This is an optimization exercise on Yosys and OpenROAD, whose aim is small area, not a production implementation. No run shown here included a check of the RTL's function; only the layout flow was run. Power figures rest on the tool's default switching activity, not on a simulated workload.

<file path="flow/run.sh">
#!/bin/bash
# synth_recipe.tcl (not shown) runs the flow's synth.tcl, then flattens the netlist and writes it again
# the make line also repeats each setting of config.mk as NAME=value (left out here)
make -C /OpenROAD-flow-scripts/flow DESIGN_CONFIG=/design/flow/config.mk WORK_HOME=/design/flow/orfs CLKGATE_MAP_FILE= SYNTH_SCRIPT=/design/flow/synth_recipe.tcl finish
</file>
<file path="flow/constraint.sdc">
create_clock -name core_clock -period 25.0 [get_ports {clk}]
set_input_delay 5.0000 -clock core_clock [delete_from_list [all_inputs] [get_ports {clk}]]
set_output_delay 5.0000 -clock core_clock [all_outputs]
set_load 0.01 [all_outputs]
</file>
<file path="flow/design.v">
`timescale 1ns / 1ps
module nidhogg(
    input wire clk,
    input wire rst,
    input wire BTNL,
    input wire BTNR,
    input wire BTND,
    input wire BTNU,
    input wire BTNC,
    input wire sw,
    input wire PS2Data,
    input wire PS2Clk,
    output wire vs,
    output wire hs,
    output wire [3:0] r,
    output wire [3:0] g,
    output wire [3:0] b,
    output wire [11:0] rom_bg_addr,
    input  wire [11:0] rom_bg_data,
    output wire [11:0] rom_torch_up_addr,
    input  wire [11:0] rom_torch_up_data,
    output wire [11:0] rom_torch_down_addr,
    input  wire [11:0] rom_torch_down_data,
    output wire [11:0] rom_window_up_addr,
    input  wire [11:0] rom_window_up_data,
    output wire [11:0] rom_window_down_addr,
    input  wire [11:0] rom_window_down_data,
    output wire [11:0] rom_pl_head_addr,
    input  wire [11:0] rom_pl_head1_data,
    input  wire [11:0] rom_pl_head2_data,
    output wire [11:0] rom_pl_legs_addr,
    input  wire [11:0] rom_pl_legs1_data,
    input  wire [11:0] rom_pl_legs2_data,
    output wire [9:0]  rom_pl_sword_addr,
    input  wire [11:0] rom_pl_sword_data,
    output wire [11:0] rom_pr_head_addr,
    input  wire [11:0] rom_pr_head1_data,
    input  wire [11:0] rom_pr_head2_data,
    output wire [11:0] rom_pr_legs_addr,
    input  wire [11:0] rom_pr_legs1_data,
    input  wire [11:0] rom_pr_legs2_data,
    output wire [9:0]  rom_pr_sword_addr,
    input  wire [11:0] rom_pr_sword_data,
    output wire [13:0] rom_sign_l_addr,
    input  wire [11:0] rom_sign_l_data,
    output wire [13:0] rom_sign_r_addr,
    input  wire [11:0] rom_sign_r_data,
    output wire [9:0]  rom_crown_r_addr,
    input  wire [11:0] rom_crown_r_data,
    output wire [9:0]  rom_crown_l_addr,
    input  wire [11:0] rom_crown_l_data
);
    localparam [11:0] KEY = 12'h198;
    reg [10:0] H;
    reg [9:0]  V;
    always @(posedge clk)
        if (rst) begin
            H <= 0;
            V <= 0;
        end else if (H == 11'd1055) begin
            H <= 0;
            V <= (V == 10'd627) ? 10'd0 : V + 1'b1;
        end else
            H <= H + 1'b1;
    assign hs = (H >= 11'd845) && (H <= 11'd972);
    assign vs = (H >= 11'd845) ? ((V >= 10'd600) && (V <= 10'd622))
                               : ((V >= 10'd601) && (V <= 10'd623));
    wire vis0 = (H <= 11'd799) && (V <= 10'd599);
    reg [10:0] hb_, hc_, hd_, he_;
    reg [9:0]  vb_, vc_, vd_, ve_;
    reg visb, visc, visd, vise;
    always @(posedge clk) begin
        hb_ <= H;   vb_ <= V;   visb <= vis0;
        hc_ <= hb_; vc_ <= vb_; visc <= visb;
        he_ <= hd_; ve_ <= vd_; vise <= visd;
    end
    always @(posedge clk)
        if (rst) begin
            hd_ <= 0; vd_ <= 0; visd <= 1'b1;
        end else begin
            hd_ <= hc_; vd_ <= vc_; visd <= visc;
        end
    reg [11:0] rgb_b;
    always @(posedge clk)
        if (rst || !vis0)      rgb_b <= 12'h000;
        else if (V > 10'd550)  rgb_b <= 12'h300;
        else if (V > 10'd520)  rgb_b <= 12'h333;
        else                   rgb_b <= rom_bg_data;
    assign rom_bg_addr = {vb_[5:0], hb_[5:0]};
    reg [4:0] board_out;
    reg [4:0] counterR, counterL, counterR_nxt, counterL_nxt;
    reg pos_reset;
    reg [11:0] xposL_o;               
    reg xR_at40_o, xR_lt200_o;        
    always @(posedge clk) begin
        board_out <= 5'd5 - counterR + counterL;
        counterR <= counterR_nxt;
        counterL <= counterL_nxt;
    end
    always @(posedge clk)
        if (rst) begin
            counterR_nxt <= 0;
            counterL_nxt <= 0;
            pos_reset <= 0;
        end else begin
            if (xR_at40_o && !pos_reset) begin
                pos_reset <= 1;
                counterR_nxt <= counterR + 1'b1;
            end else if ((xposL_o == 12'd696) && !pos_reset) begin
                counterL_nxt <= counterL + 1'b1;
                pos_reset <= 1;
            end else
                pos_reset <= 0;
        end
    wire [5:0] torch_ay = vc_[5:0] - 6'd36;
    wire [5:0] torch_ax = hc_[5:0] - 6'd10;
    assign rom_torch_up_addr    = {torch_ay, torch_ax};
    assign rom_torch_down_addr  = {torch_ay, torch_ax};
    assign rom_window_up_addr   = {torch_ay, torch_ax};
    assign rom_window_down_addr = {torch_ay, torch_ax};
    wire bo1 = (board_out == 5'd1) || (board_out == 5'd9);
    wire ltorch = bo1 || (board_out == 5'd7);
    wire rtorch = bo1 || (board_out == 5'd3);
    wire x_r  = (hb_ >= 11'd588) && (hb_ <= 11'd651);
    wire x_lt = (hb_ >= 11'd152) && (hb_ <= 11'd215);
    wire x_lw = (hb_ >= 11'd140) && (hb_ <= 11'd203);
    wire y_u  = (vb_ >= 10'd100) && (vb_ <= 10'd163);
    wire y_d  = (vb_ >= 10'd164) && (vb_ <= 10'd227);
    wire in_l = ltorch ? x_lt : x_lw;
    wire use_torch = in_l ? ltorch : rtorch;
    wire in_x = in_l || x_r;
    wire [11:0] d_down = use_torch ? rom_torch_down_data : rom_window_down_data;
    wire [11:0] d_up   = use_torch ? rom_torch_up_data   : rom_window_up_data;
    reg [11:0] rgb_c;
    always @(posedge clk)
        if (rst || !visb)                             rgb_c <= 12'h000;
        else if (in_x && y_d && (d_down != KEY))      rgb_c <= d_down;
        else if (in_x && y_u && (d_up != KEY))        rgb_c <= d_up;
        else                                          rgb_c <= rgb_b;
    wire dead_L, dead_R;           
    wire winL, winR;
    wire deadR_k = dead_R || winR || winL;
    wire deadL_k = dead_L || winL || winR;
    wire kclkf, kdataf;
    debouncer db_clk (
        .clk(clk), .rst(rst), .I(PS2Clk), .O(kclkf));
    debouncer db_data (
        .clk(clk), .rst(rst), .I(PS2Data), .O(kdataf));
    reg kclkf_prev;
    reg [7:0] datacur;
    reg [3:0] cnt;
    reg flag, pflag;
    localparam [2:0] K_OTHER = 3'd0, K_LEFT = 3'd1, K_RIGHT = 3'd2, K_JUMP = 3'd3,
                     K_UP = 3'd4, K_DOWN = 3'd5, K_THROW = 3'd6, K_BRK = 3'd7;
    reg [2:0] kc_lo;
    reg kc_hi_brk;
    reg [2:0] dc_class;
    always @(*)
        case (datacur)
            8'h6B:   dc_class = K_LEFT;
            8'h74:   dc_class = K_RIGHT;
            8'h29:   dc_class = K_JUMP;
            8'h75:   dc_class = K_UP;
            8'h72:   dc_class = K_DOWN;
            8'h5A:   dc_class = K_THROW;
            8'hF0:   dc_class = K_BRK;
            default: dc_class = K_OTHER;
        endcase
    always @(posedge clk)
        if (rst) begin
            kclkf_prev <= 1'b0;
            datacur <= 0;
            cnt <= 0;
            flag <= 1'b0;
            pflag <= 1'b0;
            kc_lo <= K_OTHER;
            kc_hi_brk <= 1'b0;
        end else begin
            kclkf_prev <= kclkf;
            if (kclkf_prev && !kclkf) begin
                if (cnt >= 4'd1 && cnt <= 4'd8) datacur <= {kdataf, datacur[7:1]};
                if (cnt == 4'd9) flag <= 1'b1;
                if (cnt == 4'd10) flag <= 1'b0;
                if (cnt <= 4'd9) cnt <= cnt + 1'b1;
                else if (cnt == 4'd10) cnt <= 0;
            end
            pflag <= flag;
            if (flag && !pflag) begin
                kc_hi_brk <= (kc_lo == K_BRK);
                kc_lo <= dc_class;
            end
        end
    wire kd_ok = (kc_lo != K_BRK) && !kc_hi_brk && !deadR_k;
    wire c_l = (kc_lo == K_LEFT),  c_r = (kc_lo == K_RIGHT), c_j = (kc_lo == K_JUMP);
    wire c_u = (kc_lo == K_UP),    c_d = (kc_lo == K_DOWN),  c_t = (kc_lo == K_THROW);
    reg RP_left_h, RP_right_h, RP_jump_h, RP_throw_h, RP_up_h, RP_down_h, sp_hold;
    wire RP_left  = kd_ok && (c_l || (RP_left_h  && (c_j || c_u || c_d || c_t)));
    wire RP_right = kd_ok && (c_r || (RP_right_h && (c_j || c_u || c_d || c_t)));
    wire RP_jump  = kd_ok && (c_j || (RP_jump_h  && (c_l || c_r || c_u || c_d || c_t)));
    wire RP_throw = kd_ok && (c_t || (RP_throw_h && (c_l || c_r || c_j || c_u || c_d)));
    wire RP_up    = RP_up_h   || (kd_ok && c_u);
    wire RP_down  = RP_down_h || (kd_ok && c_d);
    reg  RP_sp_nxt;                          
    wire RP_sp = kd_ok ? RP_sp_nxt : sp_hold;
    always @(posedge clk)
        if (rst) begin
            RP_left_h <= 0; RP_right_h <= 0; RP_jump_h <= 0; RP_throw_h <= 0;
            RP_up_h <= 0; RP_down_h <= 0; sp_hold <= 0;
        end else begin
            RP_left_h <= RP_left; RP_right_h <= RP_right; RP_jump_h <= RP_jump;
            RP_throw_h <= RP_throw; RP_up_h <= RP_up; RP_down_h <= RP_down;
            sp_hold <= RP_sp;
        end
    localparam [8:0] C0 = 9'h001, C100 = 9'h16f, C200 = 9'h07d, C300 = 9'h0e9, C400 = 9'h1f1;
    reg [11:0] RX_nxt, RX;
    reg [8:0]  RY_nxt, RY;
    reg [9:0]  RP_xs;
    reg [8:0]  RP_cnt;
    reg [6:0]  RP_cc;
    reg RP_falling, RP_legs;
    wire RP_S  = (RP_cnt == C400);
    wire RP_Q  = (RP_cnt == C0) || (RP_cnt == C100) || (RP_cnt == C200) || (RP_cnt == C300);
    wire RP_y0 = (RY == 9'd450);
    wire RP_s0 = (RP_xs == 0);
    wire RP_LR = RP_left || RP_right;
    wire RP_top = (RY <= 9'd250);               
    wire [11:0] RX_mv = RX + {{11{RP_left}}, 1'b1};
    wire [8:0]  RY_mv = RY + {{8{~(RP_top || RP_falling)}}, 1'b1};
    always @(posedge clk)
        if (rst) begin
            RX_nxt <= 12'd661; RY_nxt <= 9'd450; RP_xs <= 0;
            RP_cnt <= C0; RP_cc <= 0; RP_falling <= 0; RP_sp_nxt <= 0; RP_legs <= 0;
        end else begin
            if (pos_reset) begin
                RX_nxt <= 12'd661;
                RY_nxt <= 9'd450;
            end else if (RP_S) begin
                RP_cnt <= C0;
                RP_cc <= RP_cc + 1'b1;
                if (RP_y0 && RP_s0) begin
                    if (RP_LR)         RX_nxt <= RX_mv;
                    else if (RP_jump)  begin RY_nxt <= 9'd449; RP_falling <= 0; end
                    else if (RP_throw) RP_xs <= 1;
                    else if (RP_down)  RP_sp_nxt <= 0;
                    else if (RP_up)    RP_sp_nxt <= 1;
                end else if (!RP_y0 && RP_s0) begin
                    RY_nxt <= RY_mv;
                    if (RP_top) RP_falling <= ~RP_falling;
                    if (RP_LR)         RX_nxt <= RX_mv;
                    else if (RP_throw) RP_xs <= 1;
                    else if (RP_down)  RP_sp_nxt <= 0;
                    else if (RP_up)    RP_sp_nxt <= 1;
                end else if (RP_y0) begin
                    if (RP_xs > 10'd600) RP_xs <= 0;
                    else if (RP_LR)    RX_nxt <= RX_mv;
                    else if (RP_jump)  begin RY_nxt <= 9'd449; RP_falling <= 0; end
                    else if (RP_down)  RP_sp_nxt <= 0;
                    else if (RP_up)    RP_sp_nxt <= 1;
                end else begin
                    if (RP_xs > 10'd200) RP_xs <= 0;
                    else begin
                        RY_nxt <= RY_mv;
                        if (RP_top) RP_falling <= ~RP_falling;
                    end
                    if (RP_LR)         RX_nxt <= RX_mv;
                    else if (RP_down)  RP_sp_nxt <= 0;
                    else if (RP_up)    RP_sp_nxt <= 1;
                end
            end else begin
                RP_cnt <= {RP_cnt[7:0], RP_cnt[8] ^ RP_cnt[4]};
                if (!RP_s0 && RP_Q)
                    RP_xs <= RP_xs + 1'b1;
                else if (RP_LR) begin
                    if (RP_cc < 7'd60)       RP_legs <= 1;
                    else if (RP_cc < 7'd120) RP_legs <= 0;
                    else                     RP_cc <= 0;
                end
            end
        end
    reg [11:0] LX_nxt, LX;
    reg [8:0]  LY_nxt, LY;
    reg [9:0]  LP_xs;
    reg [8:0]  LP_cnt;
    reg [6:0]  LP_cc;
    reg LP_falling, LP_legs, LP_sp_nxt, LP_sp;
    wire LP_S  = (LP_cnt == C400);
    wire LP_Q  = (LP_cnt == C0) || (LP_cnt == C100) || (LP_cnt == C200) || (LP_cnt == C300);
    wire LP_y0 = (LY == 9'd450);
    wire LP_s0 = (LP_xs == 0);
    wire LP_LR = BTNR || BTNL;
    wire LP_top = (LY <= 9'd250);
    wire [11:0] LX_mv = LX + {{11{~BTNR}}, 1'b1};
    wire [8:0]  LY_mv = LY + {{8{~(LP_top || LP_falling)}}, 1'b1};
    always @(posedge clk)
        if (rst) begin
            LX_nxt <= 12'd75; LY_nxt <= 9'd450; LP_xs <= 0;
            LP_cnt <= C0; LP_cc <= 0; LP_falling <= 0; LP_sp_nxt <= 0; LP_legs <= 0;
        end else begin
            if (pos_reset) begin
                LX_nxt <= 12'd75;
                LY_nxt <= 9'd450;
            end else if (deadL_k) begin
                if (LP_LR)             LX_nxt <= LX;
                else if (BTNC)         LY_nxt <= LY;
                else if (sw)           LP_xs <= 0;
                else if (BTND || BTNU) LP_sp_nxt <= LP_sp;
            end else if (LP_S) begin
                LP_cnt <= C0;
                LP_cc <= LP_cc + 1'b1;
                if (LP_y0 && LP_s0) begin
                    if (LP_LR)     LX_nxt <= LX_mv;
                    else if (BTNC) begin LY_nxt <= 9'd449; LP_falling <= 0; end
                    else if (sw)   LP_xs <= 1;
                    else if (BTND) LP_sp_nxt <= 0;
                    else if (BTNU) LP_sp_nxt <= 1;
                end else if (!LP_y0 && LP_s0) begin
                    LY_nxt <= LY_mv;
                    if (LP_top) LP_falling <= ~LP_falling;
                    if (LP_LR)     LX_nxt <= LX_mv;
                    else if (sw)   LP_xs <= 1;
                    else if (BTND) LP_sp_nxt <= 0;
                    else if (BTNU) LP_sp_nxt <= 1;
                end else if (LP_y0) begin
                    if (LP_xs > 10'd600) LP_xs <= 0;
                    else if (LP_LR) LX_nxt <= LX_mv;
                    else if (BTNC) begin LY_nxt <= 9'd449; LP_falling <= 0; end
                    else if (BTND) LP_sp_nxt <= 0;
                    else if (BTNU) LP_sp_nxt <= 1;
                end else begin
                    if (LP_xs > 10'd600) LP_xs <= 0;
                    else begin
                        LY_nxt <= LY_mv;
                        if (LP_top) LP_falling <= ~LP_falling;
                    end
                    if (LP_LR)     LX_nxt <= LX_mv;
                    else if (BTND) LP_sp_nxt <= 0;
                    else if (BTNU) LP_sp_nxt <= 1;
                end
            end else begin
                LP_cnt <= {LP_cnt[7:0], LP_cnt[8] ^ LP_cnt[4]};
                if (!LP_s0 && LP_Q)
                    LP_xs <= LP_xs + 1'b1;
                else if (LP_LR) begin
                    if (LP_cc < 7'd60)       LP_legs <= 1;
                    else if (LP_cc < 7'd120) LP_legs <= 0;
                    else                     LP_cc <= 0;
                end
            end
        end
    always @(posedge clk) begin
        RX <= RX_nxt;
        RY <= RY_nxt;
        LX <= LX_nxt;
        LY <= LY_nxt;
        LP_sp <= LP_sp_nxt;
    end
    reg [11:0] RX_p, LX_p;
    reg [8:0]  RY_p, LY_p;
    reg [9:0]  RP_xs_p, LP_xs_p;
    reg RP_sp_p, LP_sp_p, RP_legs_p, LP_legs_p;
    always @(posedge clk) begin
        RX_p <= RX;       LX_p <= LX;
        RY_p <= RY;       LY_p <= LY;
        RP_xs_p <= RP_xs; LP_xs_p <= LP_xs;
        RP_sp_p <= RP_sp; LP_sp_p <= LP_sp;
        RP_legs_p <= RP_legs; LP_legs_p <= LP_legs;
    end
    wire [11:0] xposL  = LX_p;
    wire [8:0]  yposL  = LY_p;
    wire [11:0] xswL   = xposL + 12'd64 + LP_xs_p;
    wire [12:0] dxL  = {2'b0, hc_} - {1'b0, xposL};
    wire [10:0] dyL  = {1'b0, vc_} - {2'b0, yposL};
    wire [12:0] dxsL = {2'b0, hc_} - {1'b0, xswL};
    reg [8:0]  yposL_o;
    reg [11:0] addrL;
    reg [9:0]  addrLs;
    always @(posedge clk) begin
        xposL_o <= xposL;
        yposL_o <= yposL;
        addrL   <= {dyL[5:0], dxL[5:0]};
        addrLs  <= {dyL[4:0] + (LP_sp_p ? 5'd8 : 5'd9), dxsL[4:0]};
    end
    assign rom_pl_head_addr  = addrL;
    assign rom_pl_legs_addr  = addrL;
    assign rom_pl_sword_addr = addrLs;
    wire inxL   = !dxL[12]  && (dxL[11:0]  >= 12'd2) && (dxL[11:0]  <= 12'd65);
    wire inyL   = !dyL[10]  && (dyL[9:0]   <= 10'd127);
    wire inHL   = inxL && inyL && !dyL[6];
    wire inLL   = inxL && inyL &&  dyL[6];
    wire inSL   = !dxsL[12] && (dxsL[11:0] >= 12'd2) && (dxsL[11:0] <= 12'd33)
               && !dyL[10] && (LP_sp_p ? ((dyL[9:0] >= 10'd24) && (dyL[9:0] <= 10'd55))
                                     : ((dyL[9:0] >= 10'd55) && (dyL[9:0] <= 10'd86)));
    wire [11:0] headL = LP_sp_p   ? rom_pl_head2_data : rom_pl_head1_data;
    wire [11:0] legsL = LP_legs_p ? rom_pl_legs2_data : rom_pl_legs1_data;
    reg [11:0] rgb_d;
    always @(posedge clk)
        if (rst || !visc)                          rgb_d <= 12'h000;
        else if (inHL && (headL != KEY))           rgb_d <= dead_L ? 12'hf00 : headL;
        else if (inLL && (legsL != KEY))           rgb_d <= dead_L ? 12'hf00 : legsL;
        else if (inSL && (rom_pl_sword_data != KEY)) rgb_d <= dead_L ? 12'hf00 : 12'h000;
        else                                       rgb_d <= rgb_c;
    wire [11:0] xposR  = RX_p;
    wire [8:0]  yposR  = RY_p;
    wire [11:0] xswR   = xposR - 12'd32 - RP_xs_p;
    wire [12:0] dxR  = {2'b0, hd_} - {1'b0, xposR};
    wire [10:0] dyR  = {1'b0, vd_} - {2'b0, yposR};
    wire [12:0] dxsR = {2'b0, hd_} - {1'b0, xswR};
    reg [11:0] addrR;
    reg [9:0]  addrRs;
    always @(posedge clk) begin
        addrR   <= {dyR[5:0], dxR[5:0]};
        addrRs  <= {dyR[4:0] + (RP_sp_p ? 5'd8 : 5'd9), dxsR[4:0]};
    end
    assign rom_pr_head_addr  = addrR;
    assign rom_pr_legs_addr  = addrR;
    assign rom_pr_sword_addr = addrRs;
    wire inxR   = !dxR[12]  && (dxR[11:0]  >= 12'd2) && (dxR[11:0]  <= 12'd65);
    wire inyR   = !dyR[10]  && (dyR[9:0]   <= 10'd127);
    wire inHR   = inxR && inyR && !dyR[6];
    wire inLR   = inxR && inyR &&  dyR[6];
    wire inSR   = !dxsR[12] && (dxsR[11:0] >= 12'd2) && (dxsR[11:0] <= 12'd33)
               && !dyR[10] && (RP_sp_p ? ((dyR[9:0] >= 10'd24) && (dyR[9:0] <= 10'd55))
                                     : ((dyR[9:0] >= 10'd55) && (dyR[9:0] <= 10'd86)));
    wire [11:0] headR = RP_sp_p   ? rom_pr_head2_data : rom_pr_head1_data;
    wire [11:0] legsR = RP_legs_p ? rom_pr_legs2_data : rom_pr_legs1_data;
    reg [11:0] rgb_e;
    always @(posedge clk)
        if (rst || !visd)                          rgb_e <= 12'h000;
        else if (inHR && (headR != KEY))           rgb_e <= dead_R ? 12'hf00 : headR;
        else if (inLR && (legsR != KEY))           rgb_e <= dead_R ? 12'hf00 : legsR;
        else if (inSR && (rom_pr_sword_data != KEY)) rgb_e <= dead_R ? 12'hf00 : 12'h000;
        else                                       rgb_e <= rgb_d;
    wire crR_x = (dxR[11:0] >= 12'd18) && (dxR[11:0] <= 12'd49) && (dxR[12] == (xposR[11:4] == 8'hFF));
    wire crR_y = (!dyR[10] && (dyR[9:0] <= 10'd12)) || (dyR[10] && (dyR[9:0] >= 10'd1005));
    reg in_cR;
    always @(posedge clk) begin
        in_cR      <= crR_x && crR_y;
        xR_at40_o  <= (xposR == 12'd40);
        xR_lt200_o <= (xposR < 12'd200);
    end
    wire [12:0] dA = {1'b0, xswR} - {1'b0, xposL};
    wire [13:0] dB = {2'b0, xswL} + 14'd18 - {2'b0, xposR};
    wire [9:0]  dY = {1'b0, yposR} + 10'd256 - {1'b0, yposL};    
    wire hitA_y = RP_sp_p ? ((dY >= 10'd233) && (dY <= 10'd359)) : ((dY >= 10'd202) && (dY <= 10'd328));
    wire hitB_y = LP_sp_p ? ((dY >= 10'd153) && (dY <= 10'd279)) : ((dY >= 10'd184) && (dY <= 10'd310));
    wire [9:0] dY_eq = (LP_sp_p == RP_sp_p) ? 10'd256 : (LP_sp_p ? 10'd225 : 10'd287);
    reg hitA, hitB, sw_ne;
    always @(posedge clk) begin
        hitA  <= !dA[12] && (dA[11:0] >= 12'd7) && (dA[11:0] <= 12'd46) && hitA_y;
        hitB  <= (xposR >= 12'd18) && !dB[13] && (dB[12:0] <= 13'd39) && hitB_y;
        sw_ne <= (dY != dY_eq);
    end
    reg dead_L_a, dead_R_a;
    wire act_ok = sw_ne && !dead_L_a && !dead_R_a;
    always @(posedge clk)
        if (rst) begin
            dead_L_a <= 0;
            dead_R_a <= 0;
        end else begin
            dead_L_a <= act_ok && hitA;
            dead_R_a <= act_ok && !hitA && hitB;
        end
    dead_timer dt_R (.clk(clk), .reset(rst), .active(dead_R_a), .premature_stop(pos_reset), .death(dead_R));
    dead_timer dt_L (.clk(clk), .reset(rst), .active(dead_L_a), .premature_stop(pos_reset), .death(dead_L));
    wire [11:0] xcL = xposL_o + 12'd16;
    wire [8:0]  ycL = yposL_o - 9'd19;
    wire [12:0] dxcL = {2'b0, he_} - {1'b0, xcL};
    wire [10:0] dycL = {1'b0, ve_} - {2'b0, ycL};
    reg [13:0] addr_sign;
    reg [9:0]  addr_cR, addr_cL;
    always @(posedge clk) begin
        addr_sign <= {ve_[6:0] - 7'd28, he_[6:0] - 7'd16};
        addr_cR   <= {addrR[10:6] + 5'd19, ~addrR[4], addrR[3:0]};
        addr_cL   <= {dycL[4:0], dxcL[4:0]};
    end
    assign rom_sign_l_addr  = addr_sign;
    assign rom_sign_r_addr  = addr_sign;
    assign rom_crown_r_addr = addr_cR;
    assign rom_crown_l_addr = addr_cL;
    wire in_cL = !dxcL[12] && (dxcL[11:0] >= 12'd2) && (dxcL[11:0] <= 12'd33)
              && !dycL[10] && (dycL[9:0] <= 10'd31);
    wire sgn_y = (ve_ >= 10'd284) && (ve_ <= 10'd411);
    wire sgn_l = sgn_y && (he_ >= 11'd274) && (he_ <= 11'd401);
    wire sgn_r = sgn_y && (he_ >= 11'd402) && (he_ <= 11'd529);
    wire sgn   = sgn_l || sgn_r;
    wire [11:0] sgn_d = sgn_l ? rom_sign_l_data : rom_sign_r_data;
    wire condR = (board_out == 5'd1) && xR_lt200_o;
    wire condL = (board_out == 5'd9) && (xposL_o > 12'd536);
    reg winL_hold, winR_hold;
    assign winR = winR_hold || (vise && condR);
    assign winL = winL_hold || (vise && condL);
    always @(posedge clk)
        if (rst) begin
            winL_hold <= 0;
            winR_hold <= 0;
        end else begin
            winL_hold <= winL;
            winR_hold <= winR;
        end
    reg [11:0] rgb_f;
    always @(posedge clk)
        if (rst || !vise)                                rgb_f <= 12'h000;
        else if (condR) begin
            if (in_cR && (rom_crown_r_data != KEY))      rgb_f <= rom_crown_r_data;
            else if (sgn && (sgn_d == 12'hB0F))          rgb_f <= 12'hCF0;
            else if (sgn && (sgn_d == 12'h305))          rgb_f <= 12'h774;
            else                                         rgb_f <= rgb_e;
        end else if (condL) begin
            if (in_cL && (rom_crown_l_data != KEY))      rgb_f <= rom_crown_l_data;
            else if (sgn && (sgn_d != KEY))              rgb_f <= sgn_d;
            else                                         rgb_f <= rgb_e;
        end else                                         rgb_f <= rgb_e;
    assign {r, g, b} = rgb_f;
endmodule
module debouncer(
    input clk,
    input rst,
    input I,
    output reg O
    );
    reg [4:0] count;
    reg Iv;
    always@(posedge clk)
        if (rst) begin
            count <= 5'h01;
            Iv <= 1'b0;
            O <= 1'b0;
        end else if (I == Iv) begin
            if (count == 5'h06)
                O <= I;
            else
                count <= {count[3:0], count[4] ^ count[2]};
        end else begin
            count <= 5'h01;
            Iv <= I;
        end
endmodule
module dead_timer(
    input wire clk,
    input wire reset,
    input wire active,
    input wire premature_stop,
    output reg death
    );
    reg [15:0] counter;
    wire running = (counter != 16'h0001) && (counter != 16'hb10e) && (counter != 16'h621d);
    always @(posedge clk)
        if (reset || premature_stop) begin
            death <= 0;
            counter <= 16'h0001;
        end else if (active || running) begin
            counter <= {counter[14:0], counter[15] ^ counter[13] ^ counter[12] ^ counter[10]};
            death <= 1;
        end else begin
            death <= 0;
            counter <= 16'h0001;
        end
endmodule
</file>
<file path="flow/config.mk">
export PLATFORM = sky130hd
export DESIGN_NAME = nidhogg
export DESIGN_NICKNAME = nidhogg
export VERILOG_FILES = /design/flow/design.v
export SDC_FILE = /design/flow/constraint.sdc
export NUM_CORES = 4
export LEC_CHECK = 0
export CAP_MARGIN = 20
export CORE_MARGIN = 2
export CORE_UTILIZATION = 40
export SLEW_MARGIN = 20
</file>
==> impl_metrics.toml, run 1 <==
[global_routing]
grt_pass1_vias = 25700
antenna_found_initial = 0
grt_use_total = 0.231
grt_max_degree = 55
grt_overflow = 0
grt_pass1_wl_um = 148000

[clock_tree]
root_buffer = "clkbuf_16"
cts.sink_count = 587
h-tree-depth = 3
postCtsSetupBuffers = 0
hold_buffers = 0
insertion_delay_ps = 630
numCtsBuffers = 68
cts_tree = "yes"
cts_buffer_depth = 3
path_clk_slew_ps = 50
ctsResizeCount = 0

[logic_synthesis]
yosysWarnings = 3
ys_types = 104
async_flop_share = 0
synth_nets = 4085
ys_ff_latch = 587
synth_ff_type = "dfxtp_1"
synth_cells = 3575
syn_area_mm2 = 0.0319
synth-edff-count = 0
synth.avg_cell_area_um2 = 8.92
ys_seq_area_frac = 0.368

[power]
combPwrFrac = 0.145
pwr-share-seq = 0.413
power_switching_mw = 0.632
p_leak_nw = 15.6
ir_drop_uv = 51.8
clockPowerShare = 0.442
sw_frac_of_total = 0.262
powerDensity_mw_per_mm2 = 61.9
internal-power_mw = 1.78

[die]
num_rows = 103
fp.dieArea_mm2 = 0.0820
dieWidth_um = 286
io-pin-count = 428
fp.coreArea_mm2 = 0.0790
die_height_um = 286
start_util = 0.404

[worst_setup_path]
crit_arrival_ps = 3100
crit_buf_inv = 2
path_cells = "inv_1 > ha_1 > nor3_1 > o21ai_0 > a21oi_1 > or2_2 > nor2b_1 > o21ai_0 > a21boi_0 > a311oi_1 > clkdlybuf4s50_1"
critPathTopFamily = "compound AO/OA/AOI/OAI gates"
critPathRequiredTime_ps = 20000
cp_common_cell = "o21ai_0"
crit_slowest_cell = "clkdlybuf4s50_1"
critPathMaxStageDelay_ps = 600
crit_type = "reg -> out"
critPathLaunchType = "register"
end_kind = "primary output"
critPathMaxFanout = 6

[route]
via_per_inst = 5.40
drc = 0
num_vias = 27100
ant_nets = 0
drt_pass1_iterations = 6
wl_per_cell_um = 19.5
drtIter0Drc = 1826
wirelength_um = 97800

[outcome]
status = "timing/DRC/antenna clean"

[place]
gp_congestion = 0.931
place_hpwl_um = 78600
portBuffers = 427

[finish]
nFillCells = 7481
antenna_cells = 0
drive_above_1_share = 0.0628
regArea_mm2 = 0.0118
nNetsFinal = 4425
multi_input_area_mm2 = 0.0182
areaGrowthSynthToFinish_pct = 22.4

[sta]
period_needed_ps = 8100
setup_viol_count_final = 0
max_slew.worst_pin.slew_ps = 1260
max_freq_mhz = 124
relSlewSlack = 0.152
slew_violations = 0
whs_ps = 345
fin_skew_ps = 34.9
tns_ps = 0
grt_setup_unrepaired = "false"
hold_viol = 0
period_share = 0.324

[flow_run]
maxCapViolCount = 0

[worst_hold_path]
min_path_type = "reg -> reg"
[synth_stat cells (40+ instances only)]
cell | instances | share of area
and2_1 | 62 | 0.012
mux2_2 | 40 | 0.014
inv_1 | 251 | 0.030
nand2b_1 | 41 | 0.0080
dfxtp_1 | 587 | 0.37
nand2_1 | 183 | 0.022
xnor2_1 | 103 | 0.028
a211oi_1 | 42 | 0.0099
o21ai_0 | 175 | 0.027
nor2b_1 | 80 | 0.016
nor3_1 | 72 | 0.011
a21oi_1 | 205 | 0.032
nor4_1 | 40 | 0.0078
and3_1 | 45 | 0.0088
xor2_1 | 76 | 0.021
nand3_1 | 101 | 0.016
mux2i_1 | 75 | 0.024
clkbuf_1 | 65 | 0.0076
nand4_1 | 41 | 0.0080
buf_4 | 91 | 0.021
nor2_1 | 307 | 0.036
ha_1 | 253 | 0.099
[power groups by stage]
| stage | clock, mW | sequential, mW | combinational [mW] |
|---|---|---|---|
| after floorplan | 0 | 1.01 | 0.214 |
| after global placement | 0 | 1.02 | 0.349 |
| after detailed placement | 0 | 1.02 | 0.349 |
| after CTS | 1.09 | 0.998 | 0.351 |
| after global routing | 1.13 | 1.00 | 0.385 |
| final | 1.07 | 0.999 | 0.351 |
[cells in the final DEF (no fill, tap or decap), types with 80 or more instances in the layout]
master / netlist / layout
clkdlybuf4s50_1: 0 / 426
nor2_1: 307 / 306
ha_1: 253 / 253
o21ai_0: 175 / 173
inv_1: 251 / 251
dfxtp_1: 587 / 587
nand3_1: 101 / 101
xnor2_1: 103 / 103
nand2_1: 183 / 183
nor2b_1: 80 / 80
a21oi_1: 205 / 205
[layout make-up]
cell class	count	area share
clock buffer	83	0.0474
clock inverter	38	0.0149
inverter	252	0.0242
multi-input combinational	2562	0.466
sequential	587	0.301
tap	1050	0.0336
timing repair buffer	444	0.113
[final timing paths]
kind,startpoint,end,slack [ps],cells past startpoint
worst min-delay path,LX_nxt[9]$_SDFFE_PP0P_,LX[9]$_DFF_P_,350,0
worst min register to register,LX_nxt[9]$_SDFFE_PP0P_,LX[9]$_DFF_P_,350,0
worst max register to register,board_out[1]$_DFF_P_,RX_nxt[10]$_SDFFE_PP0P_,19270,17
worst max-delay path,H[1]$_SDFF_PP0_,vs,16900,11
[through the flow]
stage          area, um2  worst slack [ps]  std cells  power (mW)   util
6_report           39000             16900       5016        2.42  0.494
5_1_grt            39000             16550       5016        2.51  0.494
4_1_cts            39000             16880       5016        2.44  0.494
3_5_place_dp       36600             17110       4895        1.37  0.463
3_3_place_gp       36600             17100       4895        1.37  0.463
2_1_floorplan      31900             17990       3575        1.22      -
[kinds of logic (layout without fill, tap and decap cells)]
family          Yosys count  in the layout  synth area share
flops                   587            587             0.368
simple gates           1153           1153             0.192
fa+ha+maj               272            272             0.111
xor+xnor                181            181            0.0506
mux                     115            115            0.0377
buf+inv                 426            817            0.0616
compound gates          841            841             0.178
[state kept, by name (all words and copies together), names as in the netlist, 12 cells and up, named ones only]
register and count:
xposL_o 12, RX_p 12, RX_nxt 12, addrR 12, RX 12, addr_sign 14
dt_L.counter 16, rgb_d 12, LX 12, rgb_e 12, rgb_f 12, addrL 12
LX_p 12, rgb_b 12, dt_R.counter 16, LX_nxt 12, rgb_c 12
[routing by layer]
| metal | track usage | wire [um] | up-vias |
|---|---|---|---|
| met3 | 0.0289 | 4710 | 169 |
| met5 | 0 | 0 | - |
| li1 | - | - | 13500 |
| met2 | 0.378 | 44800 | 779 |
| met4 | 0.0771 | 3260 | 0 |
| met1 | 0.314 | 45000 | 12700 |
==> run 2, diff against run 1 <==
--- a/flow/config.mk
+++ b/flow/config.mk
@@ -8,4 +8,5 @@
 export CAP_MARGIN = 20
 export CORE_MARGIN = 2
-export CORE_UTILIZATION = 40
+export CORE_UTILIZATION = 55
+export CTS_BUF_LIST = sky130_fd_sc_hd__clkbuf_4
 export SLEW_MARGIN = 20
==> run 2 against run 1 <==
Still clean. Clock skew increased by 40 ps. Clock power decreased by 24%. Critical path depth unchanged. Die area decreased by 27%. Wire length decreased by 0.49%. Sequential share of layout area increased by 0.69 points. Non-clock buffer count decreased by 2. Clock-buffer cell count increased by 125. Synthesized cell count unchanged. First-iteration DRC count increased by 4.9%. Register-to-register slack got worse by 420 ps. Flip-flop and latch count unchanged.
==> impl_metrics.toml, run 2 <==
[route]
wl_per_cell_um = 20.0
via_per_inst = 5.83
wirelength_um = 97400
drc = 0
ant_nets = 0
num_vias = 28400
drtIter0Drc = 1915
drt_pass1_iterations = 5

[power]
internal-power_mw = 1.54
combPwrFrac = 0.164
powerDensity_mw_per_mm2 = 56.8
clockPowerShare = 0.377
power_switching_mw = 0.627
ir_drop_uv = 58.3
p_leak_nw = 15.5
pwr-share-seq = 0.459
sw_frac_of_total = 0.289

[logic_synthesis]
synth_nets = 4085
synthMuxAreaShare = 0.0377
yosys.area.top_type = "dfxtp_1"
ys_ff_latch = 587
synth_commonest_cells = "dfxtp_1, nor2_1, ha_1"
synth_top_area_frac = 0.368
synth_most_common_cell = "dfxtp_1"
synth_compound_area_frac = 0.178
synth.avg_cell_area_um2 = 8.92
syn_area_mm2 = 0.0319
synth.area.top_cells = "dfxtp_1, ha_1, nor2_1, a21oi_1, inv_1"
synth_simple_gate_area_share = 0.192
async_flop_share = 0
ys_types = 104
ys_seq_area_frac = 0.368
synth_adder_area_share = 0.111
yosysWarnings = 3
synth_cells = 3575
synth_ff_type = "dfxtp_1"
synth_top_family_by_area = "simple AND/OR/NAND/NOR gates"
synth_xor_area_frac = 0.0506
synth-edff-count = 0

[die]
num_rows = 88
fp.dieArea_mm2 = 0.0599
io-pin-count = 428
fp.coreArea_mm2 = 0.0575
die_height_um = 245
dieWidth_um = 245
start_util = 0.555

[sta]
relSlewSlack = 0.278
setup_slack_ps = 16160
slew_violations = 0
period_needed_ps = 8840
hold_viol = 0
max_freq_mhz = 113
tns_ps = 0
grt_setup_unrepaired = "false"
fin_skew_ps = 74.7
max_slew.worst_pin.slew_ps = 1080
setup_viol_count_final = 0
period_share = 0.354

[clock_tree]
root_buffer = "clkbuf_4"
ctsResizeCount = 0
path_clk_slew_ps = 80
insertion_delay_ps = 1030
cts_buffer_depth = 3
cts_tree = "yes"
h-tree-depth = 4
numCtsBuffers = 151
hold_buffers = 0
cts.sink_count = 587
postCtsSetupBuffers = 0

[finish]
areaGrowthSynthToFinish_pct = 19.7
top_regs = "dt_L.counter x16, dt_R.counter x16, addr_sign x14"
nNetsFinal = 4506
finish.utilization = 0.664
final_cell_mix = "dfxtp_1, clkdlybuf4s50_1, nor2_1"
drive_above_1_share = 0.0882
final_common_cell = "dfxtp_1"

[worst_setup_path]
critPathRequiredTime_ps = 20000
path_cells = "inv_1 > ha_1 > nor3_1 > o21ai_0 > a21oi_1 > or2_2 > nor2b_1 > o21ai_0 > a21boi_0 > a311oi_1 > clkdlybuf4s50_1"
cp_common_cell = "o21ai_0"
critPathLaunchType = "register"
crit_buf_inv = 2
crit_slowest_cell = "clkdlybuf4s50_1"
crit_arrival_ps = 3840
critPathMaxFanout = 6
crit_type = "reg -> out"
critPathTopFamily = "compound AO/OA/AOI/OAI gates"
end_kind = "primary output"
critPathMaxStageDelay_ps = 610

[global_routing]
grt_use_total = 0.315
grt_max_degree = 63
grt_pass1_vias = 27600
top_usage_layer = "met2"
grt_overflow = 0
use_met1 = 0.394
use_met2 = 0.531
grt_pass1_wl_um = 149000
antenna_found_initial = 5
use_met3 = 0.0609

[place]
place_ws_ps = 16540
portBuffers = 427
gp_congestion = 0.956
place_hpwl_um = 77400

[outcome]
status = "timing/DRC/antenna clean"

[flow_run]
maxCapViolCount = 0

[worst_hold_path]
min_path_type = "reg -> reg"
-- run 2: logic make-up after synthesis --
| group | Yosys count |
|---|---|
| adders and majority gates | 272 |
| buffers and inverters | 426 |
| AOI/OAI and AO/OA | 841 |
| and+or+nand+nor | 1153 |
| muxes | 115 |
| xor gates and xnor gates | 181 |
| DFF | 587 |
-- run 2: metrics by stage --
stage | std cells | total power, mW | hold WS [ps] | cell area (um2)
CTS | 4869 | 2.19 | 311 | 38100
detailed placement | 4607 | 1.37 | 335 | 36200
finish | 4874 | 2.17 | 314 | 38200
floorplan | 3575 | 1.22 | 324 | 31900
global route | 4873 | 2.28 | 313 | 38200
global placement | 4607 | 1.36 | 329 | 36200
-- run 2: layer usage --
layer	vias up	routed length (um)
met2	1077	46300
met3	191	6400
met5	-	0
li1	13700	-
met4	0	3360
met1	13500	41300
-- run 2: worst paths after layout --
kind                          start                  end  slack, ps  cells past startpoint
min reg2reg  LY_nxt[6]$_SDFFE_PP1P_        LY[6]$_DFF_P_        310                      0
max                 H[1]$_SDFF_PP0_                   vs      16160                     11
max reg2reg      RP_xs_p[2]$_DFF_P_  rgb_e[4]$_SDFF_PP0_      18850                     21
min          LY_nxt[6]$_SDFFE_PP1P_        LY[6]$_DFF_P_        310                      0
-- run 2: area by class of cell --
class,count,area [um2]
timing repair buffer,442,4390
inverter,252,946
multi-input combinational,2562,18200
clock buffer,208,1560
sequential,587,11800
fill,4737,19300
antenna,4,10.0
tap,765,957
clock inverter,54,350
-- run 2: power groups by stage --
stage               Combinational [mW]  Sequential (mW)  Clock [mW]
finish                           0.356            0.997       0.817
global route                     0.386            0.999       0.891
global placement                 0.341             1.02           0
floorplan                        0.214             1.01           0
CTS                              0.352            0.996       0.840
detailed placement               0.350             1.02           0
==> run 3, diff against run 2 <==
==> flow/flow/run.sh (new file) <==
#!/bin/bash
# Standard layout, except that the port buffers are the smallest buffer
# (sky130_fd_sc_hd__buf_1) instead of the one buffer_ports picks by default.
# Every input and output port still gets its own buffer.
export BUFFER_PORTS_ARGS="-buffer_cell sky130_fd_sc_hd__buf_1"
bash standard.sh > standard.log 2>&1
==> flow/standard.sh (new file) <==
#!/bin/bash
# synth_recipe.tcl (not shown) runs the flow's synth.tcl, then flattens the netlist and writes it again
# the make line also repeats each setting of config.mk as NAME=value (left out here)
make -C /OpenROAD-flow-scripts/flow DESIGN_CONFIG=/design/flow/config.mk WORK_HOME=/design/flow/orfs CLKGATE_MAP_FILE= SYNTH_SCRIPT=/design/flow/synth_recipe.tcl "${@:-finish}"
removed: flow/run.sh
==> run 3 against run 2 <==
Largest cell class unchanged. Via count is 0.60% lower. Register-to-register slack worse by 130 ps. Still clean on timing, DRC and antenna. Utilization is 4.6 points lower.
==> impl_metrics.toml, run 3 <==
[global_routing]
grt_pass1_wl_um = 144000
antenna_found_initial = 3
grt_max_degree = 79
grt_overflow = 0
grt_pass1_vias = 27000
grt_use_total = 0.304

[logic_synthesis]
async_flop_share = 0
synth_nets = 4085
synth_most_common_cell = "dfxtp_1"
synth_ff_type = "dfxtp_1"
synth_commonest_cells = "dfxtp_1, nor2_1, ha_1"
ys_ff_latch = 587
ys_types = 104
synth.area.top_cells = "dfxtp_1, ha_1, nor2_1, a21oi_1, inv_1"
syn_area_mm2 = 0.0319
synth-edff-count = 0
yosys.area.top_type = "dfxtp_1"
ys_seq_area_frac = 0.368
synth.avg_cell_area_um2 = 8.92
synth_cells = 3575
synth_top_area_frac = 0.368
yosysWarnings = 3

[finish]
regArea_mm2 = 0.0118
final_common_cell = "dfxtp_1"
nFillCells = 5131
top_regs = "dt_L.counter x16, dt_R.counter x16, addr_sign x14"
multi_input_area_mm2 = 0.0182
areaGrowthSynthToFinish_pct = 11.4
drive_above_1_share = 0.0907
nNetsFinal = 4511
final_cell_mix = "dfxtp_1, buf_1, nor2_1"

[worst_hold_path]
min_path_type = "reg -> reg"
hold_depth = 0
holdPathEnd = "addr_cR[0]$_DFF_P_"
holdCritStartpoint = "addrR[0]$_DFF_P_"

[flow_run]
maxCapViolCount = 0

[place]
gp_congestion = 0.996
portBuffers = 427
place_hpwl_um = 74900

[clock_tree]
cts_tree = "yes"
numCtsBuffers = 153
cts_buffer_depth = 3
h-tree-depth = 4
ctsResizeCount = 0
cts.sink_count = 587
root_buffer = "clkbuf_4"
hold_buffers = 0
path_clk_slew_ps = 70
postCtsSetupBuffers = 0
insertion_delay_ps = 980

[worst_setup_path]
path_cells = "inv_1 > ha_1 > nor3_1 > o21ai_0 > a21oi_1 > or2_2 > nor2b_1 > o21ai_0 > a21boi_0 > a311oi_1 > buf_1"
critPathMaxStageDelay_ps = 440
critPathLaunchType = "register"
crit_arrival_ps = 3470
crit_type = "reg -> out"
rr_worst_depth = 21
regToRegSetupSlack_ps = 18720
reg2reg_from = "RP_xs_p[2]$_DFF_P_"
critPathRequiredTime_ps = 20000
end_kind = "primary output"
crit_slowest_cell = "nor2b_1"
cp_common_cell = "o21ai_0"
timing.rr.end = "rgb_e[0]$_SDFF_PP0_"
critPathMaxFanout = 6

[route]
wl_per_cell_um = 19.3
wirelength_um = 94300
drc = 0
drtIter0Drc = 1906
ant_nets = 0
drt_pass1_iterations = 7
via_per_inst = 5.79
num_vias = 28300

[sta]
period_share = 0.339
period_needed_ps = 8470
setup_viol_count_final = 0
relSlewSlack = 0.273
slew_violations = 0
fin_skew_ps = 55.9
max_slew.worst_pin.slew_ps = 1080
grt_setup_unrepaired = "false"
hold_viol = 0
max_freq_mhz = 118
tns_ps = 0

[outcome]
status = "timing/DRC/antenna clean"

[power]
ir_drop_uv = 52.5
p_leak_nw = 14.4
powerDensity_mw_per_mm2 = 59.6
total_power_mw = 2.12

[die]
start_util = 0.555
fp.dieArea_mm2 = 0.0599
die_height_um = 245
io-pin-count = 428
fp.coreArea_mm2 = 0.0575
num_rows = 88
dieWidth_um = 245
-- run 3: cell counts after synthesis --
No cell type changed its count.
-- run 3: cell type report --
class	count	area share
clock inverters	58	0.00972
clock buffers	209	0.0441
inverters	252	0.0266
diodes	4	0.000282
flip-flops and latches	587	0.331
repair buffers	445	0.0496
well taps	765	0.0269
multi-input cells	2562	0.512
-- run 3: worst max-delay path by stage --
| stage | from | end | slack (ps) | depth (start not counted) |
|---|---|---|---|---|
| 6_report | H[1]$_SDFF_PP0_ | vs | 16530 | 11 |
| 4_1_cts | H[1]$_SDFF_PP0_ | vs | 16370 | 11 |
| 3_3_place_gp | rom_pr_sword_data[8] | rgb_e[0]$_SDFF_PP0_ | 16900 | 10 |
| 3_5_place_dp | rom_pr_sword_data[3] | rgb_e[0]$_SDFF_PP0_ | 16760 | 10 |
| 5_1_grt | H[1]$_SDFF_PP0_ | vs | 16150 | 11 |
| 2_1_floorplan | rom_pr_sword_data[8] | rgb_e[2]$_SDFF_PP0_ | 17990 | 10 |
-- run 3: stage by stage --
stage	utilization	setup WS [ps]	area [um2]	instances	hold slack, ps
global route	0.618	16150	35500	4881	341
detailed placement	0.584	16760	33600	4610	333
CTS	0.618	16370	35500	4877	344
floorplan	-	17990	31900	3575	324
global placement	0.584	16900	33600	4610	329
finish	0.618	16530	35500	4882	340
-- run 3: cells by family (layout without fill, tap and decap cells) --
logic type / count (synthesis) / after routing / share of synthesized area
compound gates: 841 / 841 / 0.178
other cells: 0 / 4 / 0
fa+ha+maj: 272 / 272 / 0.111
flops: 587 / 587 / 0.368
buf+inv: 426 / 964 / 0.0616
xor+xnor: 181 / 181 / 0.0506
simple gates: 1153 / 1153 / 0.192
mux: 115 / 115 / 0.0377
-- run 3: report_power, final --
group	total [mW]	switching, mW	leakage (nW)	internal [mW]
registers	0.996	0.0289	4.75	0.967
clock network	0.816	0.402	1.13	0.414
logic	0.305	0.180	8.53	0.126
total	2.12	0.611	14.4	1.51
-- run 3: critical path: cells and delay by family, from the launching register on --
kind / cells / cell delay, ps
flip-flops: 1 / 410
adder cells (fa/ha/maj): 1 / 180
buffers and inverters: 2 / 300
AO/OA/AOI/OAI: 5 / 890
AND/OR/NAND/NOR: 3 / 720
-- run 3: routing by layer --
layer | GRT usage | up-vias | part of all wire
li1 | - | 13700 | -
met1 | 0.387 | 13400 | 0.43
met2 | 0.510 | 981 | 0.48
met3 | 0.0585 | 167 | 0.060
met4 | 0.114 | 0 | 0.029
met5 | 0 | - | 0

[what the ideal ports hide]
No port has a modelled driver above. Below, the same layouts with a new extraction and two added sets of constraints.
Step 1 assumes that a clkbuf_16 drives the clock port and a buf_2 every other input.
Step 2, shift: input delay + t, output delay - t, t = (earliest + latest rising clock arrival at the registers) / 2. This alone moves slack from input paths to output paths.
Three values: ideal, step 1, step 2; two values: the first two.
run	shift t [ns]	slack for setup (ns)	hold WS [ns]	worst setup path after step 2	latest minus earliest clock arrival (ns)
run 1	0.681	16.903 / 16.838 / 17.051	0.345 / 0.345 / 0.345	input to register	0.035 / 0.035
run 2	1.047	16.156 / 16.097 / 16.680	0.314 / 0.314 / 0.314	input to register	0.083 / 0.083
run 3	1.014	16.531 / 16.469 / 16.897	0.340 / 0.340 / 0.340	input to register	0.057 / 0.057
After both steps setup and hold are still met in every run listed.
